This design comes from an exercise in tuning for small area, a short achievable clock period and few clock cycles per item on the open sky130 flow, not from production work. The RTL was checked by simulation tests, not by an equivalence proof against the original design. Power and IR drop assume default switching activity.

==> flow/design.v (outline; a module is shown in full before it is edited, if it fits) <==
// module PolyMult: 1256 lines
// module PolyMult_x2: 3 lines
// module PolyMult_fa: 3 lines
// module PolyMult_ha: 3 lines
module PolyMult(clk, rst, start, A3, A2, A1, A0, B3, B2, B1, B0, finish, C3, C2, C1, C0);
  // ...
==> flow/flow/run.sh <==
#!/bin/bash
# The standard layout (the standard.sh) with these ORFS variables changed:
#   port buffers: sky130_fd_sc_hd__buf_4, then resized after global placement by their load
#   
# The whole make output goes to standard_flow.log; ORFS keeps each step's log under orfs/logs/.
set -euo pipefail
bash standard.sh BUFFER_PORTS_ARGS='-buffer_cell sky130_fd_sc_hd__buf_4' POST_GLOBAL_PLACE_TCL=$(pwd)/flow/post_gpl.tcl  finish > standard_flow.log 2>&1
==> flow/flow/post_gpl.tcl <==
# After global placement: the output ports drive only a 10 fF load and have
# ample slack, so their port buffers are made the smallest buffer.
foreach inst [get_cells output*] {
  if {[get_property $inst ref_name] eq "sky130_fd_sc_hd__buf_4"} {
    replace_cell $inst sky130_fd_sc_hd__buf_1
  }
}
# Input port buffers sized by the number of gates they drive.
foreach inst [get_cells input*] {
  if {[get_property $inst ref_name] ne "sky130_fd_sc_hd__buf_4"} continue
  set loads [get_pins -quiet -of_objects [get_nets -of_objects [get_pins $inst/X]] -filter "direction == input"]
  set fo [llength $loads]
  if {$fo >= 24} {
    replace_cell $inst sky130_fd_sc_hd__buf_6
  } elseif {$fo <= 8} {
    replace_cell $inst sky130_fd_sc_hd__buf_2
  }
}
==> flow/standard.sh <==
#!/bin/bash
# synth_recipe.tcl (not shown) runs the flow's synth.tcl, then flattens the netlist and writes it again
# the make line also repeats each setting of config.mk as NAME=value (left out here)
make -C /OpenROAD-flow-scripts/flow DESIGN_CONFIG=/design/flow/config.mk WORK_HOME=/design/flow/orfs CLKGATE_MAP_FILE= SYNTH_SCRIPT=/design/flow/synth_recipe.tcl "${@:-finish}"
==> flow/config.mk <==
export PLATFORM = sky130hd
export DESIGN_NAME = PolyMult
export DESIGN_NICKNAME = PolyMult
export VERILOG_FILES = /design/flow/design.v
export SDC_FILE = /design/flow/constraint.sdc
export NUM_CORES = 4
export LEC_CHECK = 0
export CAP_MARGIN = 20
export CORE_MARGIN = 2
export CORE_UTILIZATION = 65
export SLEW_MARGIN = 20
export SYNTH_HIERARCHICAL = 1
export SYNTH_MINIMUM_KEEP_SIZE = 0
==> flow/constraint.sdc <==
create_clock -name core_clock -period 6.0 [get_ports {clk}]
set_input_delay 1.2000 -clock core_clock [delete_from_list [all_inputs] [get_ports {clk}]]
set_output_delay 1.2000 -clock core_clock [all_outputs]
set_load 0.01 [all_outputs]
==> results.yml, run 1 <==
outcome:
  status: "timing/DRC/antenna clean"
yosys:
  synth-async-reset-ratio_pct: 3.030
  synth_compound_area_share_pct: 2.200
  synth_top_area_cell: "fa_1"
  syn_area_per_cell_um2: 9.427
  ys_ff_latch: 33
  synth.distinct_cells: 33
  synth_ff_type: "dfxtp_1"
  synth_area_um2: 13370
  synth_common_cells: "438 x nand2_1, 323 x fa_1, 231 x xor2_1"
power_and_ir_drop:
  p_comb_share_pct: 90.4
  powerClk_mw: 0.277
  clockPowerShare_pct: 3.5
  switching_share_pct: 50.71
floorplanning:
  initial_core_util_pct: 66.06
  num_rows: 52
  die_area_um2: 21730
  ioPinCount: 100
timing:
  tightest_slew_ps: 898.6
global_routing:
  grt_overflow: 0
  antenna_found_initial: 0
  grt_pass1_vias: 11320
detailed_routing:
  ant_nets: 0
  drc: 0
  met3_length_um: 4998
  viasPerCell: 6.123
worst_setup_path:
  critical_path_class: "in2reg"
  cp_common_cell: "fa_1"
  worst-path-stages: 13
placed_design:
  place_ws_ps: 353.4
cells_and_area:
  multi_input_area_share_pct: 88.06
  final-nonclk-buf-share_pct: 3.290
  multi_input_area_um2: 12360
  inv_count: 19
  stdcell_count: 1723
  final_common_cell: "nand2_1"
run:
  cap_violations: 0
clock_network:
  clock_path_buffers: 2
  cts_buffers: 5
Testbench counts, summed over its fixed seeds: cycles 804, items 800.
==> run 2: changes to the inputs <==
--- a/flow/design.v
+++ b/flow/design.v
@@ -243,5 +243,6 @@
 assign p0_143 = ~A3[6] | ~B1[1];
 assign p0_144 = ~A3[7] | ~B1[0];
-PolyMult_fa u_s0_145 (.a(1'b1), .b(p0_1), .c(p0_109), .s(s0_145), .co(c0_146));
+assign s0_145 = ~(p0_1 ^ p0_109);
+assign c0_146 = p0_1 | p0_109;
 PolyMult_ha u_s0_147 (.a(p0_37), .b(p0_73), .s(s0_147), .co(c0_148));
 PolyMult_fa u_s0_149 (.a(p0_110), .b(p0_117), .c(p0_2), .s(s0_149), .co(c0_150));
@@ -249,5 +250,6 @@
 PolyMult_fa u_s0_153 (.a(p0_81), .b(p0_9), .c(c0_148), .s(s0_153), .co(c0_154));
 PolyMult_fa u_s0_155 (.a(c0_146), .b(s0_149), .c(s0_151), .s(s0_155), .co(c0_156));
-PolyMult_fa u_s0_157 (.a(1'b1), .b(p0_10), .c(p0_111), .s(s0_157), .co(c0_158));
+assign s0_157 = ~(p0_10 ^ p0_111);
+assign c0_158 = p0_10 | p0_111;
 PolyMult_fa u_s0_159 (.a(p0_118), .b(p0_124), .c(p0_16), .s(s0_159), .co(c0_160));
 PolyMult_fa u_s0_161 (.a(p0_3), .b(p0_39), .c(p0_46), .s(s0_161), .co(c0_162));
@@ -257,5 +259,6 @@
 PolyMult_fa u_s0_169 (.a(s0_163), .b(c0_154), .c(c0_156), .s(s0_169), .co(c0_170));
 PolyMult_ha u_s0_171 (.a(s0_165), .b(s0_167), .s(s0_171), .co(c0_172));
-PolyMult_fa u_s0_173 (.a(1'b1), .b(p0_11), .c(p0_112), .s(s0_173), .co(c0_174));
+assign s0_173 = ~(p0_11 ^ p0_112);
+assign c0_174 = p0_11 | p0_112;
 PolyMult_fa u_s0_175 (.a(p0_119), .b(p0_125), .c(p0_130), .s(s0_175), .co(c0_176));
 PolyMult_fa u_s0_177 (.a(p0_17), .b(p0_22), .c(p0_4), .s(s0_177), .co(c0_178));
@@ -269,5 +272,6 @@
 PolyMult_fa u_s0_193 (.a(s0_187), .b(c0_172), .c(c0_170), .s(s0_193), .co(c0_194));
 PolyMult_ha u_s0_195 (.a(s0_189), .b(s0_191), .s(s0_195), .co(c0_196));
-PolyMult_fa u_s0_197 (.a(1'b1), .b(p0_113), .c(p0_12), .s(s0_197), .co(c0_198));
+assign s0_197 = ~(p0_113 ^ p0_12);
+assign c0_198 = p0_113 | p0_12;
 PolyMult_fa u_s0_199 (.a(p0_120), .b(p0_126), .c(p0_131), .s(s0_199), .co(c0_200));
 PolyMult_fa u_s0_201 (.a(p0_135), .b(p0_18), .c(p0_23), .s(s0_201), .co(c0_202));
@@ -285,5 +289,6 @@
 PolyMult_fa u_s0_225 (.a(s0_219), .b(s0_221), .c(c0_196), .s(s0_225), .co(c0_226));
 PolyMult_ha u_s0_227 (.a(c0_194), .b(s0_223), .s(s0_227), .co(c0_228));
-PolyMult_fa u_s0_229 (.a(1'b1), .b(p0_100), .c(p0_103), .s(s0_229), .co(c0_230));
+assign s0_229 = ~(p0_100 ^ p0_103);
+assign c0_230 = p0_100 | p0_103;
 PolyMult_fa u_s0_231 (.a(p0_114), .b(p0_121), .c(p0_127), .s(s0_231), .co(c0_232));
 PolyMult_fa u_s0_233 (.a(p0_13), .b(p0_132), .c(p0_136), .s(s0_233), .co(c0_234));
@@ -305,5 +310,6 @@
 PolyMult_fa u_s0_265 (.a(c0_224), .b(s0_261), .c(s0_263), .s(s0_265), .co(c0_266));
 PolyMult_ha u_s0_267 (.a(c0_226), .b(c0_228), .s(s0_267), .co(c0_268));
-PolyMult_fa u_s0_269 (.a(1'b1), .b(p0_101), .c(p0_104), .s(s0_269), .co(c0_270));
+assign s0_269 = ~(p0_101 ^ p0_104);
+assign c0_270 = p0_101 | p0_104;
 PolyMult_fa u_s0_271 (.a(p0_106), .b(p0_115), .c(p0_122), .s(s0_271), .co(c0_272));
 PolyMult_fa u_s0_273 (.a(p0_128), .b(p0_133), .c(p0_137), .s(s0_273), .co(c0_274));
@@ -329,5 +335,5 @@
 PolyMult_fa u_s0_313 (.a(c0_264), .b(s0_309), .c(c0_268), .s(s0_313), .co(c0_314));
 PolyMult_ha u_s0_315 (.a(s0_311), .b(c0_266), .s(s0_315), .co(c0_316));
-PolyMult_x2 u_x0_317 (.a(1'b1), .b(p0_102), .y(x0_317));
+assign x0_317 = ~p0_102;
 PolyMult_x2 u_x0_318 (.a(p0_105), .b(p0_107), .y(x0_318));
 PolyMult_x2 u_x0_319 (.a(p0_108), .b(p0_116), .y(x0_319));
@@ -531,9 +537,11 @@
 assign p1_516 = ~A3[7] | ~B2[0];
 PolyMult_fa u_s1_517 (.a(p1_373), .b(p1_409), .c(p1_445), .s(s1_517), .co(c1_518));
-PolyMult_fa u_s1_519 (.a(1'b1), .b(p1_374), .c(p1_381), .s(s1_519), .co(c1_520));
+assign s1_519 = ~(p1_374 ^ p1_381);
+assign c1_520 = p1_374 | p1_381;
 PolyMult_fa u_s1_521 (.a(p1_410), .b(p1_417), .c(p1_446), .s(s1_521), .co(c1_522));
 PolyMult_fa u_s1_523 (.a(p1_453), .b(p1_482), .c(p1_489), .s(s1_523), .co(c1_524));
 PolyMult_fa u_s1_525 (.a(c1_518), .b(s1_519), .c(s1_521), .s(s1_525), .co(c1_526));
-PolyMult_fa u_s1_527 (.a(1'b1), .b(p1_375), .c(p1_382), .s(s1_527), .co(c1_528));
+assign s1_527 = ~(p1_375 ^ p1_382);
+assign c1_528 = p1_375 | p1_382;
 PolyMult_fa u_s1_529 (.a(p1_388), .b(p1_411), .c(p1_418), .s(s1_529), .co(c1_530));
 PolyMult_fa u_s1_531 (.a(p1_424), .b(p1_447), .c(p1_454), .s(s1_531), .co(c1_532));
@@ -543,5 +551,6 @@
 PolyMult_fa u_s1_539 (.a(s1_531), .b(s1_533), .c(c1_526), .s(s1_539), .co(c1_540));
 PolyMult_ha u_s1_541 (.a(s1_535), .b(s1_537), .s(s1_541), .co(c1_542));
-PolyMult_fa u_s1_543 (.a(1'b1), .b(p1_376), .c(p1_383), .s(s1_543), .co(c1_544));
+assign s1_543 = ~(p1_376 ^ p1_383);
+assign c1_544 = p1_376 | p1_383;
 PolyMult_fa u_s1_545 (.a(p1_389), .b(p1_394), .c(p1_412), .s(s1_545), .co(c1_546));
 PolyMult_fa u_s1_547 (.a(p1_419), .b(p1_425), .c(p1_430), .s(s1_547), .co(c1_548));
@@ -555,5 +564,6 @@
 PolyMult_fa u_s1_563 (.a(s1_557), .b(c1_542), .c(c1_540), .s(s1_563), .co(c1_564));
 PolyMult_ha u_s1_565 (.a(s1_559), .b(s1_561), .s(s1_565), .co(c1_566));
-PolyMult_fa u_s1_567 (.a(1'b1), .b(p1_377), .c(p1_384), .s(s1_567), .co(c1_568));
+assign s1_567 = ~(p1_377 ^ p1_384);
+assign c1_568 = p1_377 | p1_384;
 PolyMult_fa u_s1_569 (.a(p1_390), .b(p1_395), .c(p1_399), .s(s1_569), .co(c1_570));
 PolyMult_fa u_s1_571 (.a(p1_413), .b(p1_420), .c(p1_426), .s(s1_571), .co(c1_572));
@@ -571,5 +581,6 @@
 PolyMult_fa u_s1_595 (.a(s1_589), .b(s1_591), .c(c1_566), .s(s1_595), .co(c1_596));
 PolyMult_ha u_s1_597 (.a(c1_564), .b(s1_593), .s(s1_597), .co(c1_598));
-PolyMult_fa u_s1_599 (.a(1'b1), .b(p1_378), .c(p1_385), .s(s1_599), .co(c1_600));
+assign s1_599 = ~(p1_378 ^ p1_385);
+assign c1_600 = p1_378 | p1_385;
 PolyMult_fa u_s1_601 (.a(p1_391), .b(p1_396), .c(p1_400), .s(s1_601), .co(c1_602));
 PolyMult_fa u_s1_603 (.a(p1_403), .b(p1_414), .c(p1_421), .s(s1_603), .co(c1_604));
@@ -591,5 +602,6 @@
 PolyMult_fa u_s1_635 (.a(c1_594), .b(s1_631), .c(s1_633), .s(s1_635), .co(c1_636));
 PolyMult_ha u_s1_637 (.a(c1_596), .b(c1_598), .s(s1_637), .co(c1_638));
-PolyMult_fa u_s1_639 (.a(1'b1), .b(p1_379), .c(p1_386), .s(s1_639), .co(c1_640));
+assign s1_639 = ~(p1_379 ^ p1_386);
+assign c1_640 = p1_379 | p1_386;
 PolyMult_fa u_s1_641 (.a(p1_392), .b(p1_397), .c(p1_401), .s(s1_641), .co(c1_642));
 PolyMult_fa u_s1_643 (.a(p1_404), .b(p1_406), .c(p1_415), .s(s1_643), .co(c1_644));
@@ -615,5 +627,5 @@
 PolyMult_fa u_s1_683 (.a(c1_634), .b(s1_679), .c(c1_638), .s(s1_683), .co(c1_684));
 PolyMult_ha u_s1_685 (.a(s1_681), .b(c1_636), .s(s1_685), .co(c1_686));
-PolyMult_x2 u_x1_687 (.a(1'b1), .b(p1_380), .y(x1_687));
+assign x1_687 = ~p1_380;
 PolyMult_x2 u_x1_688 (.a(p1_387), .b(p1_393), .y(x1_688));
 PolyMult_x2 u_x1_689 (.a(p1_398), .b(p1_402), .y(x1_689));
@@ -821,5 +833,6 @@
 PolyMult_fa u_s2_893 (.a(p2_852), .b(p2_859), .c(c2_888), .s(s2_893), .co(c2_894));
 PolyMult_ha u_s2_895 (.a(s2_889), .b(s2_891), .s(s2_895), .co(c2_896));
-PolyMult_fa u_s2_897 (.a(1'b1), .b(p2_745), .c(p2_752), .s(s2_897), .co(c2_898));
+assign s2_897 = ~(p2_745 ^ p2_752);
+assign c2_898 = p2_745 | p2_752;
 PolyMult_fa u_s2_899 (.a(p2_758), .b(p2_781), .c(p2_788), .s(s2_899), .co(c2_900));
 PolyMult_fa u_s2_901 (.a(p2_794), .b(p2_817), .c(p2_824), .s(s2_901), .co(c2_902));
@@ -829,5 +842,6 @@
 PolyMult_fa u_s2_909 (.a(s2_903), .b(c2_896), .c(c2_894), .s(s2_909), .co(c2_910));
 PolyMult_ha u_s2_911 (.a(s2_905), .b(s2_907), .s(s2_911), .co(c2_912));
-PolyMult_fa u_s2_913 (.a(1'b1), .b(p2_746), .c(p2_753), .s(s2_913), .co(c2_914));
+assign s2_913 = ~(p2_746 ^ p2_753);
+assign c2_914 = p2_746 | p2_753;
 PolyMult_fa u_s2_915 (.a(p2_759), .b(p2_764), .c(p2_782), .s(s2_915), .co(c2_916));
 PolyMult_fa u_s2_917 (.a(p2_789), .b(p2_795), .c(p2_800), .s(s2_917), .co(c2_918));
@@ -841,5 +855,6 @@
 PolyMult_fa u_s2_933 (.a(s2_927), .b(c2_912), .c(c2_910), .s(s2_933), .co(c2_934));
 PolyMult_ha u_s2_935 (.a(s2_929), .b(s2_931), .s(s2_935), .co(c2_936));
-PolyMult_fa u_s2_937 (.a(1'b1), .b(p2_747), .c(p2_754), .s(s2_937), .co(c2_938));
+assign s2_937 = ~(p2_747 ^ p2_754);
+assign c2_938 = p2_747 | p2_754;
 PolyMult_fa u_s2_939 (.a(p2_760), .b(p2_765), .c(p2_769), .s(s2_939), .co(c2_940));
 PolyMult_fa u_s2_941 (.a(p2_783), .b(p2_790), .c(p2_796), .s(s2_941), .co(c2_942));
@@ -857,5 +872,6 @@
 PolyMult_fa u_s2_965 (.a(s2_959), .b(s2_961), .c(c2_936), .s(s2_965), .co(c2_966));
 PolyMult_ha u_s2_967 (.a(c2_934), .b(s2_963), .s(s2_967), .co(c2_968));
-PolyMult_fa u_s2_969 (.a(1'b1), .b(p2_748), .c(p2_755), .s(s2_969), .co(c2_970));
+assign s2_969 = ~(p2_748 ^ p2_755);
+assign c2_970 = p2_748 | p2_755;
 PolyMult_fa u_s2_971 (.a(p2_761), .b(p2_766), .c(p2_770), .s(s2_971), .co(c2_972));
 PolyMult_fa u_s2_973 (.a(p2_773), .b(p2_784), .c(p2_791), .s(s2_973), .co(c2_974));
@@ -877,5 +893,6 @@
 PolyMult_fa u_s2_1005 (.a(c2_964), .b(s2_1001), .c(s2_1003), .s(s2_1005), .co(c2_1006));
 PolyMult_ha u_s2_1007 (.a(c2_966), .b(c2_968), .s(s2_1007), .co(c2_1008));
-PolyMult_fa u_s2_1009 (.a(1'b1), .b(p2_749), .c(p2_756), .s(s2_1009), .co(c2_1010));
+assign s2_1009 = ~(p2_749 ^ p2_756);
+assign c2_1010 = p2_749 | p2_756;
 PolyMult_fa u_s2_1011 (.a(p2_762), .b(p2_767), .c(p2_771), .s(s2_1011), .co(c2_1012));
 PolyMult_fa u_s2_1013 (.a(p2_774), .b(p2_776), .c(p2_785), .s(s2_1013), .co(c2_1014));
@@ -901,5 +918,5 @@
 PolyMult_fa u_s2_1053 (.a(c2_1004), .b(s2_1049), .c(c2_1008), .s(s2_1053), .co(c2_1054));
 PolyMult_ha u_s2_1055 (.a(s2_1051), .b(c2_1006), .s(s2_1055), .co(c2_1056));
-PolyMult_x2 u_x2_1057 (.a(1'b1), .b(p2_750), .y(x2_1057));
+assign x2_1057 = ~p2_750;
 PolyMult_x2 u_x2_1058 (.a(p2_757), .b(p2_763), .y(x2_1058));
 PolyMult_x2 u_x2_1059 (.a(p2_768), .b(p2_772), .y(x2_1059));
@@ -1102,7 +1119,9 @@
 assign p3_1255 = ~A3[6] | ~B0[1];
 assign p3_1256 = ~A3[7] | ~B0[0];
-PolyMult_fa u_s3_1257 (.a(1'b1), .b(p3_1113), .c(p3_1149), .s(s3_1257), .co(c3_1258));
+assign s3_1257 = ~(p3_1113 ^ p3_1149);
+assign c3_1258 = p3_1113 | p3_1149;
 PolyMult_ha u_s3_1259 (.a(p3_1185), .b(p3_1221), .s(s3_1259), .co(c3_1260));
-PolyMult_fa u_s3_1261 (.a(1'b1), .b(p3_1114), .c(p3_1121), .s(s3_1261), .co(c3_1262));
+assign s3_1261 = ~(p3_1114 ^ p3_1121);
+assign c3_1262 = p3_1114 | p3_1121;
 PolyMult_fa u_s3_1263 (.a(p3_1150), .b(p3_1157), .c(p3_1186), .s(s3_1263), .co(c3_1264));
 PolyMult_fa u_s3_1265 (.a(p3_1193), .b(p3_1222), .c(p3_1229), .s(s3_1265), .co(c3_1266));
@@ -1117,5 +1136,6 @@
 PolyMult_fa u_s3_1283 (.a(s3_1277), .b(c3_1270), .c(c3_1268), .s(s3_1283), .co(c3_1284));
 PolyMult_ha u_s3_1285 (.a(s3_1279), .b(s3_1281), .s(s3_1285), .co(c3_1286));
-PolyMult_fa u_s3_1287 (.a(1'b1), .b(p3_1116), .c(p3_1123), .s(s3_1287), .co(c3_1288));
+assign s3_1287 = ~(p3_1116 ^ p3_1123);
+assign c3_1288 = p3_1116 | p3_1123;
 PolyMult_fa u_s3_1289 (.a(p3_1129), .b(p3_1134), .c(p3_1152), .s(s3_1289), .co(c3_1290));
 PolyMult_fa u_s3_1291 (.a(p3_1159), .b(p3_1165), .c(p3_1170), .s(s3_1291), .co(c3_1292));
@@ -1129,5 +1149,6 @@
 PolyMult_fa u_s3_1307 (.a(s3_1301), .b(c3_1286), .c(c3_1284), .s(s3_1307), .co(c3_1308));
 PolyMult_ha u_s3_1309 (.a(s3_1303), .b(s3_1305), .s(s3_1309), .co(c3_1310));
-PolyMult_fa u_s3_1311 (.a(1'b1), .b(p3_1117), .c(p3_1124), .s(s3_1311), .co(c3_1312));
+assign s3_1311 = ~(p3_1117 ^ p3_1124);
+assign c3_1312 = p3_1117 | p3_1124;
 PolyMult_fa u_s3_1313 (.a(p3_1130), .b(p3_1135), .c(p3_1139), .s(s3_1313), .co(c3_1314));
 PolyMult_fa u_s3_1315 (.a(p3_1153), .b(p3_1160), .c(p3_1166), .s(s3_1315), .co(c3_1316));
@@ -1145,5 +1166,6 @@
 PolyMult_fa u_s3_1339 (.a(s3_1333), .b(s3_1335), .c(c3_1310), .s(s3_1339), .co(c3_1340));
 PolyMult_ha u_s3_1341 (.a(c3_1308), .b(s3_1337), .s(s3_1341), .co(c3_1342));
-PolyMult_fa u_s3_1343 (.a(1'b1), .b(p3_1118), .c(p3_1125), .s(s3_1343), .co(c3_1344));
+assign s3_1343 = ~(p3_1118 ^ p3_1125);
+assign c3_1344 = p3_1118 | p3_1125;
 PolyMult_fa u_s3_1345 (.a(p3_1131), .b(p3_1136), .c(p3_1140), .s(s3_1345), .co(c3_1346));
 PolyMult_fa u_s3_1347 (.a(p3_1143), .b(p3_1154), .c(p3_1161), .s(s3_1347), .co(c3_1348));
@@ -1165,5 +1187,6 @@
 PolyMult_fa u_s3_1379 (.a(c3_1338), .b(s3_1375), .c(s3_1377), .s(s3_1379), .co(c3_1380));
 PolyMult_ha u_s3_1381 (.a(c3_1340), .b(c3_1342), .s(s3_1381), .co(c3_1382));
-PolyMult_fa u_s3_1383 (.a(1'b1), .b(p3_1119), .c(p3_1126), .s(s3_1383), .co(c3_1384));
+assign s3_1383 = ~(p3_1119 ^ p3_1126);
+assign c3_1384 = p3_1119 | p3_1126;
 PolyMult_fa u_s3_1385 (.a(p3_1132), .b(p3_1137), .c(p3_1141), .s(s3_1385), .co(c3_1386));
 PolyMult_fa u_s3_1387 (.a(p3_1144), .b(p3_1146), .c(p3_1155), .s(s3_1387), .co(c3_1388));
@@ -1189,5 +1212,5 @@
 PolyMult_fa u_s3_1427 (.a(c3_1378), .b(s3_1423), .c(c3_1382), .s(s3_1427), .co(c3_1428));
 PolyMult_ha u_s3_1429 (.a(s3_1425), .b(c3_1380), .s(s3_1429), .co(c3_1430));
-PolyMult_x2 u_x3_1431 (.a(1'b1), .b(p3_1120), .y(x3_1431));
+assign x3_1431 = ~p3_1120;
 PolyMult_x2 u_x3_1432 (.a(p3_1127), .b(p3_1133), .y(x3_1432));
 PolyMult_x2 u_x3_1433 (.a(p3_1138), .b(p3_1142), .y(x3_1433));
--- a/flow/flow/run.sh
+++ b/flow/flow/run.sh
@@ -1,5 +1,5 @@
 #!/bin/bash
 # The standard layout (the standard.sh) with these ORFS variables changed:
-#   port buffers: sky130_fd_sc_hd__buf_4, then resized after global placement by their load
+#   port buffers: sky130_fd_sc_hd__buf_4, then output ones resized after global placement
 #   
 # The whole make output goes to standard_flow.log; ORFS keeps each step's log under orfs/logs/.
==> flow/flow/post_gpl.tcl (replaced) <==
# After global placement: the output ports drive only a 10 fF load and have
# ample slack, so their port buffers are made the smallest buffer.
foreach inst [get_cells output*] {
  if {[get_property $inst ref_name] eq "sky130_fd_sc_hd__buf_4"} {
    replace_cell $inst sky130_fd_sc_hd__buf_1
  }
}
==> results.yml, run 2 <==
outcome:
  status: "timing/DRC/antenna clean"
timing:
  max_freq_mhz: 197.0
  finalSetupTns_ps: 0
  post-route-min-period_ps: 5077
  finalHoldViolations: 0
  tightest_slew_ps: 492.0
  slew_headroom_pct: 67.20
  setup_viol: 0
  rsz0062_at_grt: "no"
  maxSlewViolCount: 0
  finalCritPeriodShare_pct: 84.62
clock_network:
  clock_path_buffers: 2
  post_cts_buffers: 0
  cts_buffers: 5
  cts_tree: "done"
  htree_levels: 2
  post_cts_resize_count: 0
  clk_pin_slew_ps: 60
  ctsHoldBuffers: 0
  cts_num_sinks: 33
  cts_root_buffer: "clkbuf_16"
yosys:
  synth_ff_type: "dfxtp_1"
  synth_area_um2: 13340
  ys_warn_count: 7
  ys_seq_area_share_pct: 4.991
  synth_top_area_cell: "fa_1"
  synth_common_cells: "422 x nand2_1, 300 x fa_1, 228 x xor2_1"
  syn_area_per_cell_um2: 9.167
  ys_ff_latch: 33
  synth_edf_count: 0
  synth-async-reset-ratio_pct: 3.030
  synth.distinct_cells: 36
  synth_area_leaders: "fa_1 45%, xor2_1 15%, nand2_1 12%"
  synth_cells: 1455
  yosysMostFrequentCell: "nand2_1"
  synth_top_area_share_pct: 45.03
detailed_routing:
  vias: 10560
  viasPerCell: 6.082
  ant_nets: 0
  drc: 0
  totalWireLength_um: 40590
  drt_iter0_drc: 986
  drt_first_pass_iters: 5
  wl_per_cell_um: 23.38
run:
  cap_violations: 0
worst_setup_path:
  cp.arrival_ps: 5270
  required_ps: 6190
  cp_common_cell: "fa_1"
  slowest_delay_ps: 600
  path_cells: "buf_4 -> nand2_1 -> fa_1 -> fa_1 -> fa_1 -> fa_1 -> fa_1 -> ha_1 -> or2_2 -> a21oi_1 -> a21oi_1 -> xor2_1"
  crit_path_max_fanout: 32
  critPathSlowestCell: "fa_1"
  endpoint_kind: "flop"
  cp-start-kind: "input port"
  critical_path_class: "in2reg"
global_routing:
  grt_pass1_wl_um: 63770
  grt_overflow: 0
  antenna_found_initial: 0
  grt_max_degree: 33
  grtUsageTotal_pct: 39.63
  grt_pass1_vias: 11490
cells_and_area:
  final_net_count: 1907
  drive_gt1_share_pct: 5.798
  syn_to_final_growth_pct: 5.769
  antenna_cells: 0
  final_core_util_pct: 69.94
  stdcell_count: 1736
  final_common_cell: "nand2_1"
  final_cell_mix: "422 x nand2_1, 300 x fa_1, 228 x xor2_1, 160 x and2_1, 75 x ha_1"
floorplanning:
  die_height_um: 147.2
  num_rows: 52
  coreArea_um2: 20170
  ioPinCount: 100
  die_w_um: 147.2
  die_area_um2: 21680
  initial_core_util_pct: 66.13
placed_design:
  port_buffers: 99
  dp.final_hpwl_um: 26380
  place_inst: 1728
power_and_ir_drop:
  ir_drop_uv: 1162
  p_per_area_nw_per_um2: 518.4
  leakagePower_nw: 5.946
hold_path:
  hold_class: "in2async"
-- run 2: cell types whose count changed after synthesis, moves of 4 or more --
cell     delta
nand2_1    -16
fa_1       -23
ha_1       +23
inv_1      +47
and2_1     +16
a21oi_1     +4
nor3_1      -4
-- run 2: cell families after synthesis --
family | count (synthesis) | share of synthesized area [%]
compound gates | 38 | 2.204
simple gates | 607 | 20.42
xor+xnor | 240 | 15.76
flops | 33 | 4.991
fa+ha+maj | 375 | 52.06
buf+inv | 162 | 4.559
-- run 2: worst max-delay path by stage --
stage,from,end,depth (start not counted)
5_1_grt,B3[0],C1[6],14
3_5_place_dp,B3[0],C1[6],14
6_report,A3[0],C0[7],12
2_1_floorplan,A2[1],C1[6],14
4_1_cts,B3[0],C1[6],14
3_3_place_gp,B3[0],C1[6],13
-- run 2: final cells by class --
type / count / area (um2)
Multi-Input combinational cell: 1260 / 12060
Fill cell: 1640 / 6062
Sequential cell: 33 / 665.6
Timing Repair Buffer: 99 / 619.3
Tap cell: 270 / 337.8
Inverter: 66 / 247.7
Clock buffer: 7 / 142.6
Clock inverter: 1 / 30.03
-- run 2: power by group --
part,total [mW],switching (mW),internal [mW],leakage (nW)
sequential,0.469,0.0221,0.447,0.282
combinational,6.51,3.51,3.00,5.58
clock,0.331,0.123,0.208,0.0841
-- run 2: critical path: cells and delay by family --
kind	cells	cell delay, ps
buffers and inverters	1	350
AO/OA/AOI/OAI	2	220
XOR/XNOR	1	150
adder cells (fa/ha/maj)	6	2880
AND/OR/NAND/NOR	2	470
-- run 2: stage by stage --
step / hold WS [ps] / cell area, um2 / setup slack [ps] / power [mW]
5_1_grt: 736.1 / 14110 / 763.7 / 8.222
4_1_cts: 727.9 / 14110 / 938.1 / 7.366
6_report: 726.4 / 14110 / 922.6 / 7.313
2_1_floorplan: 928.7 / 13340 / 656.6 / 5.754
3_3_place_gp: 1043 / 14060 / 674.5 / 6.882
3_5_place_dp: 1047 / 13930 / 617.4 / 6.969
-- run 2: per-module statistics from Yosys (local to each module, per instance) --
module / times used / cells / area, um2
PolyMult: 1 / 915 / 5185
PolyMult_x2: 220 / 1 / 8.758
PolyMult_ha: 24 / 1 / 12.51
PolyMult_fa: 296 / 1 / 20.02
-- run 2: metal layers --
metal / track usage [%] / wire [um] / vias to the layer above
met2: 63.08 / 18580 / 805
li1: - / - / 4371
met4: 19.71 / 2174 / 0
met5: 0 / 0 / -
met3: 9.969 / 5346 / 191
met1: 50.95 / 14490 / 5191
Testbench counts of run 2, summed over its fixed seeds: cycles 804, items 800.
==> run 3: changes to the inputs <==
--- a/flow/config.mk
+++ b/flow/config.mk
@@ -9,4 +9,5 @@
 export CORE_MARGIN = 2
 export CORE_UTILIZATION = 65
+export PLACE_DENSITY = 0.75
 export SLEW_MARGIN = 20
 export SYNTH_HIERARCHICAL = 1
==> results.yml, run 3 <==
timing:
  maxSlewViolCount: 0
  tightest_slew_ps: 514.3
  setup_ws_ps: 872.2
  finalSetupTns_ps: 0
  finalCritPeriodShare_pct: 85.46
  max_freq_mhz: 195.0
  finalHoldViolations: 0
  setup_viol: 0
  slew_headroom_pct: 65.72
  rsz0062_at_grt: "no"
  post-route-min-period_ps: 5128
global_routing:
  grt_pass1_vias: 11520
  grt_pass1_wl_um: 62560
  grtUsageTotal_pct: 38.20
  grt_overflow: 0
  antenna_found_initial: 0
  grt_max_degree: 33
cells_and_area:
  drive_gt1_share_pct: 5.866
  final_net_count: 1907
  stdcell_count: 1736
  antenna_cells: 0
  final_cell_mix: "422 x nand2_1, 300 x fa_1, 228 x xor2_1, 160 x and2_1, 75 x ha_1"
  syn_to_final_growth_pct: 5.657
  final_common_cell: "nand2_1"
clock_network:
  post_cts_resize_count: 0
  ctsHoldBuffers: 0
  post_cts_buffers: 0
  cts_num_sinks: 33
  htree_levels: 2
  clk_pin_slew_ps: 60
  cts_root_buffer: "clkbuf_16"
  cts_tree: "done"
  clock_path_buffers: 2
  cts_buffers: 5
floorplanning:
  die_height_um: 147.2
  initial_core_util_pct: 66.13
  die_area_um2: 21680
  ioPinCount: 100
  die_w_um: 147.2
  coreArea_um2: 20170
  num_rows: 52
worst_setup_path:
  crit_path_max_fanout: 32
  endpoint_kind: "flop"
  cp.arrival_ps: 5310
  required_ps: 6180
  cp-start-kind: "input port"
  critical_path_class: "in2reg"
yosys:
  synth-async-reset-ratio_pct: 3.030
  synth_common_cells: "422 x nand2_1, 300 x fa_1, 228 x xor2_1"
  synth_cells: 1455
  synth_top_area_cell: "fa_1"
  ys_ff_latch: 33
  synth_area_leaders: "fa_1 45%, xor2_1 15%, nand2_1 12%"
  ys_seq_area_share_pct: 4.991
  synth.distinct_cells: 36
  synth_area_um2: 13340
  synth_top_area_share_pct: 45.03
  synth_edf_count: 0
  ys_warn_count: 7
  synth_ff_type: "dfxtp_1"
  syn_area_per_cell_um2: 9.167
  yosysMostFrequentCell: "nand2_1"
detailed_routing:
  drt_iter0_drc: 1139
  wl_per_cell_um: 22.84
  vias: 10640
  drc: 0
  totalWireLength_um: 39660
  ant_nets: 0
  viasPerCell: 6.129
  drt_first_pass_iters: 6
outcome:
  status: "timing/DRC/antenna clean"
placed_design:
  place_inst: 1728
  place_ws_ps: 629.9
  dp.final_hpwl_um: 25960
  port_buffers: 99
power_and_ir_drop:
  p_per_area_nw_per_um2: 512.9
  ir_drop_uv: 660.9
  leakagePower_nw: 5.942
run:
  cap_violations: 0
hold_path:
  hold_class: "in2async"
-- run 3: cell counts after synthesis --
Identical to the previous run, type by type.
-- run 3: cell type report --
class                      instances  area, um2
clock buffer                       7      152.6
inverter                          66      247.7
timing repair buffer              99      619.3
tap                              270      337.8
fill                            1597       6077
multi-input combinational       1260      12060
sequential                        33      665.6
clock inverter                     1      5.005
-- run 3: worst max path at each step --
| stage | startpoint | to | slack, ps | depth (start not counted) |
|---|---|---|---|---|
| floorplan | A2[1] | C1[6] | 660 | 14 |
| global placement | A2[0] | C1[6] | 680 | 14 |
| detailed placement | B3[0] | C0[6] | 630 | 13 |
| CTS | B3[0] | C0[6] | 920 | 13 |
| global route | B3[0] | C1[6] | 700 | 13 |
| finish | B3[0] | C0[6] | 870 | 13 |
-- run 3: per-layer routing --
| layer | vias up | track usage, % | share of wire (%) |
|---|---|---|---|
| met5 | - | 0 | 0 |
| met4 | 0 | 18.13 | 4.9 |
| met3 | 186 | 8.509 | 13 |
| met2 | 849 | 61.71 | 46 |
| met1 | 5237 | 49.43 | 36 |
| li1 | 4368 | - | - |
-- run 3: logic make-up (layout without fill, tap and decap cells) --
kind of cell,count (synthesis),in the layout,share of synthesized area [%]
compound gates,38,38,2.204
buf+inv,162,173,4.559
flops,33,33,4.991
fa+ha+maj,375,375,52.06
xor+xnor,240,240,15.76
simple gates,607,607,20.42
-- run 3: through the flow --
step	power [mW]	instance area, um2	utilization (%)	hold WS [ps]
3_3_place_gp	6.817	14060	69.70	1043
6_report	7.228	14090	69.87	732.0
5_1_grt	8.080	14090	69.87	736.0
4_1_cts	7.270	14090	69.87	730.8
3_5_place_dp	6.921	13930	69.09	1046
2_1_floorplan	5.754	13340	-	928.7
-- run 3: per-module statistics from Yosys, one instance, submodules excluded --
module | cell area, um2 | flip-flops and latches | times used
PolyMult_ha | 12.51 | 0 | 24
PolyMult | 5185 | 33 | 1
PolyMult_fa | 20.02 | 0 | 296
PolyMult_x2 | 8.758 | 0 | 220
-- run 3: critical path, stage by stage --
cell      delay (ps)
buf_4            420
nand2_1          190
fa_1             550
fa_1             430
fa_1             430
fa_1             530
fa_1             420
ha_1             310
ha_1             290
inv_1             80
nand3_1           90
o211ai_1          80
a311o_1          280
-- run 3: power by group --
group | internal, mW | switching (mW) | total [mW] | leakage, nW
Combinational | 3.01 | 3.46 | 6.47 | 5.58
Clock | 0.176 | 0.112 | 0.288 | 0.0799
Sequential | 0.447 | 0.0218 | 0.469 | 0.282
Total | 3.63 | 3.60 | 7.23 | 5.94
==> run 4: changes to the inputs <==
--- a/flow/flow/run.sh
+++ b/flow/flow/run.sh
@@ -1,5 +1,5 @@
 #!/bin/bash
 # The standard layout (the standard.sh) with these ORFS variables changed:
-#   port buffers: sky130_fd_sc_hd__buf_4, then output ones resized after global placement
+#   port buffers: sky130_fd_sc_hd__buf_4, then resized after global placement by their load
 #   
 # The whole make output goes to standard_flow.log; ORFS keeps each step's log under orfs/logs/.
--- a/flow/flow/post_gpl.tcl
+++ b/flow/flow/post_gpl.tcl
@@ -6,2 +6,14 @@
   }
 }
+foreach inst [get_cells input*] {
+  if {[get_property $inst ref_name] ne "sky130_fd_sc_hd__buf_4"} continue
+  set port [get_full_name [get_nets -of_objects [get_pins [get_full_name $inst]/A]]]
+  if {![regexp {^[AB][0-3]\[([0-7])\]$} $port -> bit]} continue
+  if {$bit <= 1} {
+    replace_cell $inst sky130_fd_sc_hd__buf_12
+  } elseif {$bit <= 3} {
+    replace_cell $inst sky130_fd_sc_hd__buf_8
+  } elseif {$bit <= 5} {
+    replace_cell $inst sky130_fd_sc_hd__buf_6
+  }
+}
--- a/flow/config.mk
+++ b/flow/config.mk
@@ -9,5 +9,4 @@
 export CORE_MARGIN = 2
 export CORE_UTILIZATION = 65
-export PLACE_DENSITY = 0.75
 export SLEW_MARGIN = 20
 export SYNTH_HIERARCHICAL = 1
==> results.yml, run 4 <==
yosys:
  syn_area_per_cell_um2: 9.167
  synth-async-reset-ratio_pct: 3.030
  synth_area_leaders: "fa_1 45%, xor2_1 15%, nand2_1 12%"
  synth_edf_count: 0
  synth.distinct_cells: 36
  synth_ff_type: "dfxtp_1"
  yosysMostFrequentCell: "nand2_1"
  ys_ff_latch: 33
  synth_area_um2: 13340
  ys_warn_count: 7
  synth_common_cells: "422 x nand2_1, 300 x fa_1, 228 x xor2_1"
  synth_top_area_share_pct: 45.03
  ys_seq_area_share_pct: 4.991
  synth_top_area_cell: "fa_1"
  synth_cells: 1455
floorplanning:
  die_w_um: 147.2
  ioPinCount: 100
  coreArea_um2: 20170
  die_height_um: 147.2
  die_area_um2: 21680
  num_rows: 52
  initial_core_util_pct: 66.13
worst_setup_path:
  required_ps: 6190
  cp-start-kind: "input port"
  endpoint_kind: "flop"
  critical_path_class: "in2reg"
  crit_path_max_fanout: 24
  cp.arrival_ps: 5090
power_and_ir_drop:
  p_total_mw: 7.343
  p_per_area_nw_per_um2: 506.9
  ir_drop_uv: 923.3
  leakagePower_nw: 6.082
cells_and_area:
  syn_to_final_growth_pct: 8.621
  final_net_count: 1907
  final_core_util_pct: 71.83
  antenna_cells: 0
  stdcell_count: 1736
  final_cell_mix: "422 x nand2_1, 300 x fa_1, 228 x xor2_1, 160 x and2_1, 75 x ha_1"
  final_common_cell: "nand2_1"
  drive_gt1_share_pct: 5.798
global_routing:
  antenna_found_initial: 1
  grtUsageTotal_pct: 39.72
  grt_pass1_vias: 11520
  grt_overflow: 0
  grt_pass1_wl_um: 64070
  grt_max_degree: 33
detailed_routing:
  totalWireLength_um: 40870
  ant_nets: 0
  viasPerCell: 6.083
  drc: 0
  vias: 10560
  drt_first_pass_iters: 7
  drt_iter0_drc: 1121
  wl_per_cell_um: 23.54
clock_network:
  post_cts_buffers: 0
  clock_path_buffers: 2
  cts_num_sinks: 33
  post_cts_resize_count: 0
  clk_pin_slew_ps: 70
  htree_levels: 2
  cts_root_buffer: "clkbuf_16"
  cts_buffers: 5
  cts_tree: "done"
  ctsHoldBuffers: 0
timing:
  finalCritPeriodShare_pct: 81.80
  maxSlewViolCount: 0
  slew_headroom_pct: 78.09
  max_freq_mhz: 203.7
  tightest_slew_ps: 327.6
  rsz0062_at_grt: "no"
  setup_viol: 0
  post-route-min-period_ps: 4908
  finalSetupTns_ps: 0
  finalHoldViolations: 0
run:
  cap_violations: 0
placed_design:
  dp.final_hpwl_um: 26660
  place_inst: 1728
  port_buffers: 99
outcome:
  status: "timing/DRC/antenna clean"
hold_path:
  hold_class: "in2async"
==> run 4: kinds of logic after synthesis <==
kind of cell,share of synthesized area (%)
AOI/OAI and AO/OA,2.204
xor gates and xnor gates,15.76
adders and majority gates,52.06
buffers and inverters,4.559
DFF,4.991
and+or+nand+nor,20.42
==> run 4: metal layers <==
layer	up-vias	part of all wire [%]	global-route usage [%]
met3	189	13	10.25
met4	2	4.8	17.21
met5	-	0.032	0
li1	4372	-	-
met2	799	47	63.57
met1	5198	36	51.66
==> run 4: layout make-up <==
cell class | instances | area (um2)
flip-flops and latches | 33 | 665.6
well taps | 270 | 337.8
fillers | 1578 | 5682
clock inverters | 1 | 30.03
multi-input cells | 1260 | 12060
inverters | 66 | 247.7
repair buffers | 99 | 999.7
clock buffers | 7 | 142.6
==> run 4: stage by stage <==
step,worst slack (ps),instance area (um2),hold WS [ps]
after floorplan,656.6,13340,928.7
after global placement,674.5,14060,1043
after detailed placement,760.7,14320,1047
after CTS,1076,14490,736.3
after global routing,928.2,14490,742.5
final,1092,14490,740.1
==> run 4: worst max-delay path, cell delays in order <==
cell and delay [ps]:
buf_8 150, and2_1 210, fa_1 450, fa_1 580, fa_1 420, ha_1 200, fa_1 380, ha_1 230
fa_1 440, ha_1 320, inv_1 130, nor4_1 70, a311o_1 310
==> run 4: per-module statistics from Yosys (local to each module, per instance) <==
module,cell area [um2],times used
PolyMult_x2,8.758,220
PolyMult_fa,20.02,296
PolyMult,5185,1
PolyMult_ha,12.51,24
==> run 4: where the power goes <==
group / internal, mW / switching, mW / total [mW]
Combinational: 3.03 / 3.52 / 6.55
Sequential: 0.447 / 0.0225 / 0.470
Clock: 0.208 / 0.117 / 0.325
==> run 4: worst paths after layout <==
check / from / endpoint / slack, ps
max in group asynchronous: rst / finish / 5170
min: rst / finish / 740
min in group core_clock: start / finish / 1010
max: A0[2] / C1[6] / 1090
==> run 5: changes to the inputs <==
--- a/flow/flow/post_gpl.tcl
+++ b/flow/flow/post_gpl.tcl
@@ -10,10 +10,8 @@
   set port [get_full_name [get_nets -of_objects [get_pins [get_full_name $inst]/A]]]
   if {![regexp {^[AB][0-3]\[([0-7])\]$} $port -> bit]} continue
-  if {$bit <= 1} {
-    replace_cell $inst sky130_fd_sc_hd__buf_12
-  } elseif {$bit <= 3} {
-    replace_cell $inst sky130_fd_sc_hd__buf_8
-  } elseif {$bit <= 5} {
+  if {$bit <= 3} {
     replace_cell $inst sky130_fd_sc_hd__buf_6
+  } elseif {$bit >= 6} {
+    replace_cell $inst sky130_fd_sc_hd__buf_2
   }
 }
==> results.yml, run 5 <==
detailed_routing:
  wl_per_cell_um: 23.47
  drt_iter0_drc: 966
  totalWireLength_um: 40740
  drt_first_pass_iters: 5
  vias: 10570
  drt-met1-wl_um: 14760
  met3_length_um: 5245
  routed.top_layer: "met4"
  ant_nets: 0
  drc: 0
  dr_wl_met2_um: 18920
  viasPerCell: 6.087
global_routing:
  grt_pass1_wl_um: 63570
  grt_overflow: 0
  grt_pass1_vias: 11460
  antenna_found_initial: 0
  grtUsageTotal_pct: 39.47
  grt_max_degree: 33
power_and_ir_drop:
  leakagePower_nw: 5.959
  ir_drop_uv: 1159
  p_per_area_nw_per_um2: 512.1
floorplanning:
  coreArea_um2: 20170
  ioPinCount: 100
  num_rows: 52
  die_area_um2: 21680
  die_height_um: 147.2
  die_w_um: 147.2
  initial_core_util_pct: 66.13
worst_setup_path:
  crit_path_max_fanout: 32
  critical_path_class: "in2reg"
  cp.arrival_ps: 5150
  cp-start-kind: "input port"
  critPathSlowestCell: "fa_1"
  endpoint_kind: "flop"
  required_ps: 6190
  path_cells: "buf_6 -> nand2_1 -> fa_1 -> fa_1 -> fa_1 -> ha_1 -> fa_1 -> ha_1 -> fa_1 -> ha_1 -> inv_1 -> nor4_1 -> a311o_1"
  slowest_delay_ps: 530
  cp_common_cell: "fa_1"
cells_and_area:
  drive_gt1_share_pct: 5.730
  final_net_count: 1907
  antenna_cells: 0
  final_common_cell: "nand2_1"
  fin_area_um2: 14160
  stdcell_count: 1736
  final_cell_mix: "422 x nand2_1, 300 x fa_1, 228 x xor2_1, 160 x and2_1, 75 x ha_1"
  syn_to_final_growth_pct: 6.173
outcome:
  status: "timing/DRC/antenna clean"
yosys:
  synth_cells: 1455
  ys_seq_area_share_pct: 4.991
  synth_area_um2: 13340
  synth_ff_type: "dfxtp_1"
  synth_area_leaders: "fa_1 45%, xor2_1 15%, nand2_1 12%"
  yosysMostFrequentCell: "nand2_1"
  synth-async-reset-ratio_pct: 3.030
  synth_top_area_share_pct: 45.03
  synth.distinct_cells: 36
  synth_edf_count: 0
  synth_common_cells: "422 x nand2_1, 300 x fa_1, 228 x xor2_1"
  ys_warn_count: 7
  synth_top_area_cell: "fa_1"
  syn_area_per_cell_um2: 9.167
  ys_ff_latch: 33
clock_network:
  post_cts_buffers: 0
  cts_root_buffer: "clkbuf_16"
  clk_pin_slew_ps: 60
  cts_buffers: 5
  cts_tree: "done"
  htree_levels: 2
  post_cts_resize_count: 0
  ctsHoldBuffers: 0
  clock_path_buffers: 2
  cts_num_sinks: 33
placed_design:
  place_inst: 1728
  dpl_cell_area_um2: 14010
  dp.final_hpwl_um: 26400
  port_buffers: 99
run:
  cap_violations: 0
timing:
  finalSetupTns_ps: 0
  rsz0062_at_grt: "no"
  max_freq_mhz: 201.6
  slew_headroom_pct: 75.11
  tightest_slew_ps: 373.4
  finalHoldViolations: 0
  setup_viol: 0
  whs_ps: 731.3
  post-route-min-period_ps: 4959
  maxSlewViolCount: 0
  finalCritPeriodShare_pct: 82.65
hold_path:
  hold_class: "in2async"
-- run 5: area by class of cell --
cell class	count	area, um2
fill	1652	6008
clock buffer	8	146.4
timing repair buffer	99	699.4
inverter	66	247.7
tap	270	337.8
sequential	33	665.6
multi-input combinational	1260	12060
-- run 5: per-stage QoR --
step / power, mW / worst slack [ps] / utilization, %
5_1_grt: 8.223 / 893.7 / 70.21
2_1_floorplan: 5.754 / 656.6 / -
6_report: 7.252 / 1041 / 70.21
4_1_cts: 7.312 / 1046 / 70.21
3_3_place_gp: 6.882 / 674.5 / 69.70
3_5_place_dp: 6.967 / 733.7 / 69.49
-- run 5: path summary, 6_finish.rpt --
check	from	endpoint	slack [ps]	cells past startpoint
worst min-delay path	rst	finish	730	2
worst max-delay path	B3[0]	C1[6]	1040	13
min in group core_clock	start	finish	1010	1
max in group asynchronous	rst	finish	5180	2
-- run 5: per-layer routing --
layer / global-route usage, % / vias up
li1: - / 4374
met1: 51.58 / 5253
met2: 62.78 / 784
met3: 10.78 / 156
met4: 16.44 / 0
met5: 0 / -
-- run 5: power by group --
| part | internal, mW | total, mW | switching, mW |
|---|---|---|---|
| sequential | 0.447 | 0.469 | 0.0222 |
| combinational | 3.00 | 6.50 | 3.50 |
| clock | 0.166 | 0.286 | 0.120 |
-- run 5: logic make-up after synthesis --
family | count (synthesis) | synth area share, %
compound gates | 38 | 2.204
xor+xnor | 240 | 15.76
fa+ha+maj | 375 | 52.06
buf+inv | 162 | 4.559
flops | 33 | 4.991
simple gates | 607 | 20.42
-- run 5: worst max-delay path, delay by kind of cell --
kind                     cells  cell delay (ps)
AO/OA/AOI/OAI                1              310
adder cells (fa/ha/maj)      8             2980
AND/OR/NAND/NOR              2              210
buffers and inverters        2              440
-- run 5: per-module statistics from Yosys, one instance, submodules excluded --
| module | cell area, um2 | flip-flops and latches | cells | times used |
|---|---|---|---|---|
| PolyMult_ha | 12.51 | 0 | 1 | 24 |
| PolyMult_fa | 20.02 | 0 | 1 | 296 |
| PolyMult | 5185 | 33 | 915 | 1 |
| PolyMult_x2 | 8.758 | 0 | 1 | 220 |
==> run 6: changes to the inputs <==
--- a/flow/flow/post_gpl.tcl
+++ b/flow/flow/post_gpl.tcl
@@ -10,5 +10,7 @@
   set port [get_full_name [get_nets -of_objects [get_pins [get_full_name $inst]/A]]]
   if {![regexp {^[AB][0-3]\[([0-7])\]$} $port -> bit]} continue
-  if {$bit <= 3} {
+  if {$bit <= 2} {
+    replace_cell $inst sky130_fd_sc_hd__buf_8
+  } elseif {$bit <= 4} {
     replace_cell $inst sky130_fd_sc_hd__buf_6
   } elseif {$bit >= 6} {
--- a/flow/config.mk
+++ b/flow/config.mk
@@ -8,5 +8,5 @@
 export CAP_MARGIN = 20
 export CORE_MARGIN = 2
-export CORE_UTILIZATION = 65
+export CORE_UTILIZATION = 55
 export SLEW_MARGIN = 20
 export SYNTH_HIERARCHICAL = 1
==> results.yml, run 6 <==
outcome:
  status: "timing/DRC/antenna clean"
yosys:
  synth_common_cells: "422 x nand2_1, 300 x fa_1, 228 x xor2_1"
  synth_top_area_cell: "fa_1"
  synth_area_um2: 13340
  synth-async-reset-ratio_pct: 3.030
  synth_top_area_share_pct: 45.03
  synth_edf_count: 0
  ys_ff_latch: 33
  synth.distinct_cells: 36
  synth_area_leaders: "fa_1 45%, xor2_1 15%, nand2_1 12%"
  syn_area_per_cell_um2: 9.167
  synth_cells: 1455
  yosysMostFrequentCell: "nand2_1"
  ys_warn_count: 7
  synth_ff_type: "dfxtp_1"
  ys_seq_area_share_pct: 4.991
cells_and_area:
  antenna_cells: 0
  syn_to_final_growth_pct: 7.786
  seq_area_um2: 665.6
  final_common_cell: "nand2_1"
  multi_input_area_um2: 12060
  final_cell_mix: "422 x nand2_1, 300 x fa_1, 228 x xor2_1, 160 x and2_1, 75 x ha_1"
  drive_gt1_share_pct: 5.862
  stdcell_count: 1786
  nFillCells: 2101
  final_net_count: 1908
floorplanning:
  die_height_um: 159.7
  die_w_um: 159.7
  ioPinCount: 100
  num_rows: 56
  initial_core_util_pct: 56.49
  coreArea_um2: 23610
  die_area_um2: 25510
detailed_routing:
  totalWireLength_um: 42610
  drt_iter0_drc: 913
  ant_nets: 0
  wl_per_cell_um: 23.86
  drc: 0
  vias: 10320
  viasPerCell: 5.778
  drt_first_pass_iters: 5
global_routing:
  grtUsageTotal_pct: 34.93
  grt_pass1_vias: 11550
  grt_pass1_wl_um: 66890
  grt_overflow: 0
  grt_max_degree: 33
  antenna_found_initial: 0
power_and_ir_drop:
  leakagePower_nw: 6.020
  p_per_area_nw_per_um2: 511.0
  p_total_mw: 7.346
  ir_drop_uv: 1279
timing:
  slew_headroom_pct: 78.27
  finalSetupTns_ps: 0
  finalCritPeriodShare_pct: 82.12
  tightest_slew_ps: 325.9
  setup_viol: 0
  post-route-min-period_ps: 4927
  max_freq_mhz: 202.9
  rsz0062_at_grt: "no"
  finalHoldViolations: 0
  maxSlewViolCount: 0
worst_setup_path:
  crit_path_max_fanout: 28
  endpoint_kind: "flop"
  required_ps: 6190
  cp.arrival_ps: 5120
  critical_path_class: "in2reg"
  cp-start-kind: "input port"
  critPathSlowestCell: "fa_1"
  slowest_delay_ps: 530
  path_cells: "buf_8 -> nand2_1 -> fa_1 -> fa_1 -> fa_1 -> fa_1 -> fa_1 -> ha_1 -> ha_1 -> inv_1 -> nand3_1 -> o211ai_1 -> a311o_1"
  cp_common_cell: "fa_1"
placed_design:
  dp.final_hpwl_um: 27770
  port_buffers: 99
  place_inst: 1778
clock_network:
  cts_root_buffer: "clkbuf_16"
  ctsHoldBuffers: 0
  cts_tree: "done"
  htree_levels: 2
  clk_pin_slew_ps: 70
  post_cts_resize_count: 0
  cts_buffers: 5
  post_cts_buffers: 0
  cts_num_sinks: 33
  clock_path_buffers: 2
hold_path:
  hold_class: "in2async"
run:
  cap_violations: 0
==> run 6: area by class of cell <==
type | instances | share of cell area (%)
Multi-Input combinational cell | 1260 | 83.92
Timing Repair Buffer | 100 | 5.753
Sequential cell | 33 | 4.630
Tap cell | 319 | 2.776
Inverter | 66 | 1.723
Clock buffer | 7 | 0.9922
Clock inverter | 1 | 0.2089
==> run 6: metrics by stage <==
stage               hold WS [ps]  setup WS, ps  util, %  instance area [um2]
floorplan                  928.7         656.6        -                13340
global placement            1043         600.2    59.83                14130
detailed placement          1045         768.2    60.15                14200
CTS                        721.7          1089    60.88                14380
global route               728.8         874.1    60.88                14380
finish                     727.6          1073    60.88                14380
==> run 6: modules after synthesis (local to each module, per instance) <==
module,cell area (um2),cells inside,copies in the design
PolyMult_ha,12.51,1,24
PolyMult_fa,20.02,1,296
PolyMult_x2,8.758,1,220
PolyMult,5185,915,1
==> run 6: worst paths after layout <==
| kind | start | endpoint | depth (start not counted) |
|---|---|---|---|
| worst max-delay path | A3[1] | C0[6] | 13 |
| worst min-delay path | rst | finish | 2 |
| max in group asynchronous | rst | finish | 2 |
| min in group core_clock | start | finish | 1 |
==> run 6: cells by family after synthesis <==
group | count (synthesis) | share of synthesized area [%]
adder cells (fa/ha/maj) | 375 | 52.06
AO/OA/AOI/OAI | 38 | 2.204
flip-flops | 33 | 4.991
XOR/XNOR | 240 | 15.76
AND/OR/NAND/NOR | 607 | 20.42
buffers and inverters | 162 | 4.559
==> run 6: layer usage <==
metal | vias to the layer above | GRT usage (%) | part of all wire, %
met5 | - | 0 | 0
met4 | 0 | 11.20 | 3.2
met3 | 103 | 7.610 | 10
met2 | 643 | 56.77 | 47
met1 | 5201 | 46.98 | 40
li1 | 4372 | - | -
==> run 6: critical path: cells and delay by family <==
kind	cells	cell delay, ps
and+or+nand+nor	2	220
AOI/OAI and AO/OA	2	360
buffers and inverters	2	310
adders and majority gates	7	2990
==> run 6: where the power goes <==
group / internal (mW) / leakage, nW / switching (mW)
Combinational: 3.02 / 5.65 / 3.52
Sequential: 0.447 / 0.282 / 0.0227
Clock: 0.209 / 0.0841 / 0.128
Total: 3.68 / 6.02 / 3.67
==> run 7: changes to the inputs <==
--- a/flow/config.mk
+++ b/flow/config.mk
@@ -8,5 +8,5 @@
 export CAP_MARGIN = 20
 export CORE_MARGIN = 2
-export CORE_UTILIZATION = 55
+export CORE_UTILIZATION = 65
 export SLEW_MARGIN = 20
 export SYNTH_HIERARCHICAL = 1
==> results.yml, run 7 <==
floorplanning:
  die_area_um2: 21680
  num_rows: 52
  initial_core_util_pct: 66.13
  ioPinCount: 100
  die_w_um: 147.2
  coreArea_um2: 20170
  die_height_um: 147.2
detailed_routing:
  viasPerCell: 6.133
  drc: 0
  totalWireLength_um: 40940
  drt_first_pass_iters: 5
  wl_per_cell_um: 23.59
  ant_nets: 0
  vias: 10650
  drt_iter0_drc: 1117
yosys:
  synth_simple_gate_area_share_pct: 20.42
  synth_ff_type: "dfxtp_1"
  synth_common_cells: "422 x nand2_1, 300 x fa_1, 228 x xor2_1"
  synth_cells: 1455
  synth.distinct_cells: 36
  synth_compound_area_share_pct: 2.205
  ys_ff_latch: 33
  synth_top_area_cell: "fa_1"
  synth_edf_count: 0
  syn_area_per_cell_um2: 9.167
  synth_area_um2: 13340
  synthAdderAreaFrac_pct: 52.06
  synth-async-reset-ratio_pct: 3.030
  yosysMostFrequentCell: "nand2_1"
  ys_seq_area_share_pct: 4.991
  synth_top_area_share_pct: 45.03
  synth_xor_area_share_pct: 15.76
  synth_area_leaders: "fa_1 45%, xor2_1 15%, nand2_1 12%"
  synthMuxAreaShare_pct: 0
  ys_warn_count: 7
  synth_top_family_by_area: "adder cells"
clock_network:
  ctsHoldBuffers: 0
  post_cts_resize_count: 0
  post_cts_buffers: 0
  cts_num_sinks: 33
  cts_tree: "done"
  clock_path_buffers: 2
  htree_levels: 2
  clk_pin_slew_ps: 60
  cts_root_buffer: "clkbuf_16"
  cts_buffers: 5
global_routing:
  grt_pass1_vias: 11660
  grt_overflow: 0
  grtUsageTotal_pct: 39.82
  grt_pass1_wl_um: 64380
  antenna_found_initial: 0
  grt_max_degree: 33
power_and_ir_drop:
  p_per_area_nw_per_um2: 510.6
  leakagePower_nw: 6.002
  ir_drop_uv: 1014
timing:
  finalCritPeriodShare_pct: 81.91
  maxSlewViolCount: 0
  post-route-min-period_ps: 4914
  tightest_slew_ps: 357.9
  setup_ws_ps: 1086
  finalHoldViolations: 0
  max_freq_mhz: 203.5
  setup_viol: 0
  slew_headroom_pct: 76.14
  finalSetupTns_ps: 0
  rsz0062_at_grt: "no"
run:
  cap_violations: 0
placed_design:
  dpl_cell_area_um2: 14130
  dp.final_hpwl_um: 26530
  port_buffers: 99
  place_ws_ps: 759.9
cells_and_area:
  final_common_cell: "nand2_1"
  final_cell_mix: "422 x nand2_1, 300 x fa_1, 228 x xor2_1, 160 x and2_1, 75 x ha_1"
  syn_to_final_growth_pct: 7.073
  drive_gt1_share_pct: 5.730
  final_net_count: 1907
  fin_area_um2: 14280
  antenna_cells: 0
worst_setup_path:
  critical_path_class: "in2reg"
  crit_start: "B1[3]"
  endpoint_kind: "flop"
  cp.arrival_ps: 5110
  crit_path_max_fanout: 20
  cp-start-kind: "input port"
  crit_end: "C0[6]"
  required_ps: 6190
hold_path:
  hold_class: "in2async"
outcome:
  status: "timing/DRC/antenna clean"
## run 7: cell counts after synthesis
Identical to the previous run, type by type.
## run 7: cell families after synthesis
kind of cell / after synthesis
and+or+nand+nor: 607
adders and majority gates: 375
buffers and inverters: 162
DFF: 33
xor gates and xnor gates: 240
AOI/OAI and AO/OA: 38
## run 7: worst min path at each step
| stage | from | endpoint | cells past startpoint |
|---|---|---|---|
| after floorplan | rst | finish | 1 |
| after global placement | rst | finish | 2 |
| after detailed placement | rst | finish | 2 |
| after CTS | rst | finish | 2 |
| after global routing | rst | finish | 2 |
| final | rst | finish | 2 |
## run 7: through the flow
stage	cells	util, %	total power [mW]	hold WS, ps
after global placement	1728	69.70	6.882	1043
after detailed placement	1728	70.08	6.991	1047
after CTS	1736	70.81	7.340	729.9
final	1736	70.81	7.292	726.9
after global routing	1736	70.81	8.265	735.2
after floorplan	1455	-	5.754	928.7
## run 7: cell type report
class	instances	area (um2)
Clock buffer	8	146.4
Fill cell	1624	5888
Inverter	66	247.7
Multi-Input combinational cell	1260	12060
Timing Repair Buffer	99	819.5
Tap cell	270	337.8
Sequential cell	33	665.6
## run 7: layer usage
metal  up-vias  track usage (%)  share of wire [%]  wire, um
li1       4373                -                  -         -
met1      5295            51.82                 37     15130
met2       810            63.50                 46     18920
met3       169            10.78                 12      5084
met4         0            17.02                4.4      1805
met5         -                0                  0         0
## run 7: power breakdown
part | leakage [nW] | switching, mW | internal (mW)
Combinational | 5.65 | 3.52 | 3.02
Clock | 0.0712 | 0.120 | 0.166
Sequential | 0.282 | 0.0225 | 0.447
## run 7: modules after synthesis (local to each module, per instance)
| module | flip-flops and latches | cells inside | copies in the design | area [um2] |
|---|---|---|---|---|
| PolyMult | 33 | 915 | 1 | 5185 |
| PolyMult_fa | 0 | 1 | 296 | 20.02 |
| PolyMult_ha | 0 | 1 | 24 | 12.51 |
| PolyMult_x2 | 0 | 1 | 220 | 8.758 |
## run 7: worst max-delay path, cell delays in order
cell and delay, ps:
buf_6 220, nand2_1 120, fa_1 530, fa_1 470, fa_1 450, fa_1 530, fa_1 420, ha_1 310
ha_1 290, inv_1 90, nand3_1 90, o211ai_1 80, a311o_1 270
==> run 8: changes to the inputs <==
--- a/flow/config.mk
+++ b/flow/config.mk
@@ -9,4 +9,5 @@
 export CORE_MARGIN = 2
 export CORE_UTILIZATION = 65
+export GPL_ROUTABILITY_DRIVEN = 0
 export SLEW_MARGIN = 20
 export SYNTH_HIERARCHICAL = 1
==> results.yml, run 8 <==
clock_network:
  htree_levels: 2
  clk_pin_slew_ps: 60
  post_cts_resize_count: 0
  ctsHoldBuffers: 0
  cts_buffers: 5
  cts_num_sinks: 33
  post_cts_buffers: 0
  clock_path_buffers: 2
  cts_root_buffer: "clkbuf_16"
  cts_tree: "done"
global_routing:
  grt_pass1_vias: 11660
  grt_pass1_wl_um: 64380
  antenna_found_initial: 0
  grt_overflow: 0
  grtUsageTotal_pct: 39.82
  grt_max_degree: 33
  use_met2_pct: 63.50
  grt.met1_usage_pct: 51.82
  busiest_layer: "met2"
  met3_usage_pct: 10.78
floorplanning:
  ioPinCount: 100
  die_area_um2: 21680
  die_w_um: 147.2
  coreArea_um2: 20170
  num_rows: 52
  die_height_um: 147.2
  initial_core_util_pct: 66.13
power_and_ir_drop:
  ir_drop_uv: 1014
  p_per_area_nw_per_um2: 510.6
  leakagePower_nw: 6.002
detailed_routing:
  drc: 0
  totalWireLength_um: 40940
  drt_iter0_drc: 1117
  viasPerCell: 6.133
  vias: 10650
  drt_first_pass_iters: 5
  ant_nets: 0
  wl_per_cell_um: 23.59
yosys:
  syn_area_per_cell_um2: 9.167
  synth_cells: 1455
  ys_warn_count: 7
  synth_edf_count: 0
  ys_ff_latch: 33
  synth_top_area_share_pct: 45.03
  synth_top_area_cell: "fa_1"
  synth-async-reset-ratio_pct: 3.030
  yosysMostFrequentCell: "nand2_1"
  synth_area_um2: 13340
  ys_seq_area_share_pct: 4.991
  synth_common_cells: "422 x nand2_1, 300 x fa_1, 228 x xor2_1"
  synth_ff_type: "dfxtp_1"
  synth.distinct_cells: 36
  synth_area_leaders: "fa_1 45%, xor2_1 15%, nand2_1 12%"
timing:
  slew_headroom_pct: 76.14
  post-route-min-period_ps: 4914
  finalSetupTns_ps: 0
  maxSlewViolCount: 0
  rsz0062_at_grt: "no"
  max_freq_mhz: 203.5
  finalHoldViolations: 0
  setup_viol: 0
  setup_ws_ps: 1086
  finalCritPeriodShare_pct: 81.91
  tightest_slew_ps: 357.9
worst_setup_path:
  crit_path_max_fanout: 20
  path_cells: "buf_6 -> nand2_1 -> fa_1 -> fa_1 -> fa_1 -> fa_1 -> fa_1 -> ha_1 -> ha_1 -> inv_1 -> nand3_1 -> o211ai_1 -> a311o_1"
  critPathSlowestCell: "fa_1"
  cpLargestDelayFamily: "adder cells"
  cp.arrival_ps: 5110
  critical_path_class: "in2reg"
  endpoint_kind: "flop"
  slowest_delay_ps: 530
  cp_common_cell: "fa_1"
  required_ps: 6190
  critPathBufInv: 2
  cp-start-kind: "input port"
cells_and_area:
  final_net_count: 1907
  antenna_cells: 0
  syn_to_final_growth_pct: 7.073
  drive_gt1_share_pct: 5.730
  final_cell_mix: "422 x nand2_1, 300 x fa_1, 228 x xor2_1, 160 x and2_1, 75 x ha_1"
  final_common_cell: "nand2_1"
  nFillCells: 1624
  fin_area_um2: 14280
placed_design:
  port_buffers: 99
  place_ws_ps: 759.9
  dpl_cell_area_um2: 14130
  dp.final_hpwl_um: 26530
hold_path:
  hold_class: "in2async"
outcome:
  status: "timing/DRC/antenna clean"
run:
  cap_violations: 0
-- run 8: cell families (layout without fill, tap and decap cells) --
family                   after synthesis  after routing  share of synthesized area, %
flip-flops                            33             33                         4.991
AO/OA/AOI/OAI                         38             38                         2.204
AND/OR/NAND/NOR                      607            607                         20.42
adder cells (fa/ha/maj)              375            375                         52.06
buffers and inverters                162            173                         4.559
XOR/XNOR                             240            240                         15.76
-- run 8: power by group --
part / internal [mW] / leakage, nW / switching [mW]
Sequential: 0.447 / 0.282 / 0.0225
Combinational: 3.02 / 5.65 / 3.52
Clock: 0.166 / 0.0712 / 0.120
Total: 3.63 / 6.00 / 3.66
-- run 8: path summary, 6_finish.rpt --
kind | start | end | slack [ps] | depth (start not counted)
max | B1[3] | C0[6] | 1090 | 13
min | rst | finish | 730 | 2
max in group asynchronous | rst | finish | 5190 | 2
min in group core_clock | start | finish | 1000 | 1
-- run 8: metrics by stage --
| stage | util, % | std cells | hold WS [ps] | power, mW |
|---|---|---|---|---|
| after floorplan | - | 1455 | 928.7 | 5.754 |
| after global placement | 69.70 | 1728 | 1043 | 6.882 |
| after detailed placement | 70.08 | 1728 | 1047 | 6.991 |
| after CTS | 70.81 | 1736 | 729.9 | 7.340 |
| after global routing | 70.81 | 1736 | 735.2 | 8.265 |
| final | 70.81 | 1736 | 726.9 | 7.292 |
-- run 8: final cells by class --
cell class / count / area, um2 / area share [%]
clock buffer: 8 / 146.4 / 1.025
sequential: 33 / 665.6 / 4.661
tap: 270 / 337.8 / 2.366
inverter: 66 / 247.7 / 1.735
timing repair buffer: 99 / 819.5 / 5.739
multi-input combinational: 1260 / 12060 / 84.48
-- run 8: per-module statistics from Yosys (local to each module, per instance) --
module,cells,area [um2]
PolyMult,915,5185
PolyMult_fa,1,20.02
PolyMult_ha,1,12.51
PolyMult_x2,1,8.758
-- run 8: routing by layer --
layer,vias to the layer above,routed length (um)
li1,4373,-
met1,5295,15130
met2,810,18920
met3,169,5084
met4,0,1805
met5,-,0

what the ideal ports hide:
Ports are ideal in the flow. The routed layouts listed here were re-timed in OpenROAD. Step 1 assumes that a clkbuf_16 drives the clock port and a buf_2 every other input. Step 2, shift: input delay + t, output delay - t, t = (earliest + latest rising clock arrival at the registers) / 2. This alone moves slack from input paths to output paths. a / b / c = ideal / step 1 / step 2; a / b = the first two.
| run | t, ns | setup WS [ns] | worst setup path after step 2 | clock arrival spread, ns | worst data-port slew with drivers (ns) |
|---|---|---|---|---|---|
| run 1 | 0.345 | 0.610 / 0.634 / 0.289 | input to register | 0.011 / 0.010 | 0.04 |
| run 2 | 0.354 | 0.923 / 0.945 / 0.591 | input to register | 0.006 / 0.006 | 0.04 |
| run 3 | 0.336 | 0.872 / 0.883 / 0.547 | input to register | 0.006 / 0.006 | 0.07 |
| run 4 | 0.342 | 1.092 / 1.100 / 0.758 | input to register | 0.007 / 0.008 | 0.08 |
| run 5 | 0.347 | 1.041 / 1.045 / 0.698 | input to register | 0.007 / 0.008 | 0.06 |
| run 6 | 0.344 | 1.073 / 1.063 / 0.720 | input to register | 0.007 / 0.007 | 0.07 |
| run 7 | 0.349 | 1.086 / 1.086 / 0.737 | input to register | 0.006 / 0.007 | 0.06 |
| run 8 | 0.349 | 1.086 / 1.086 / 0.737 | input to register | 0.006 / 0.007 | 0.06 |
After both steps every run listed still meets setup and hold. The setup slack of run 6, which loses most, moves by -0.010 ns with the drivers and by -0.353 ns with both steps.
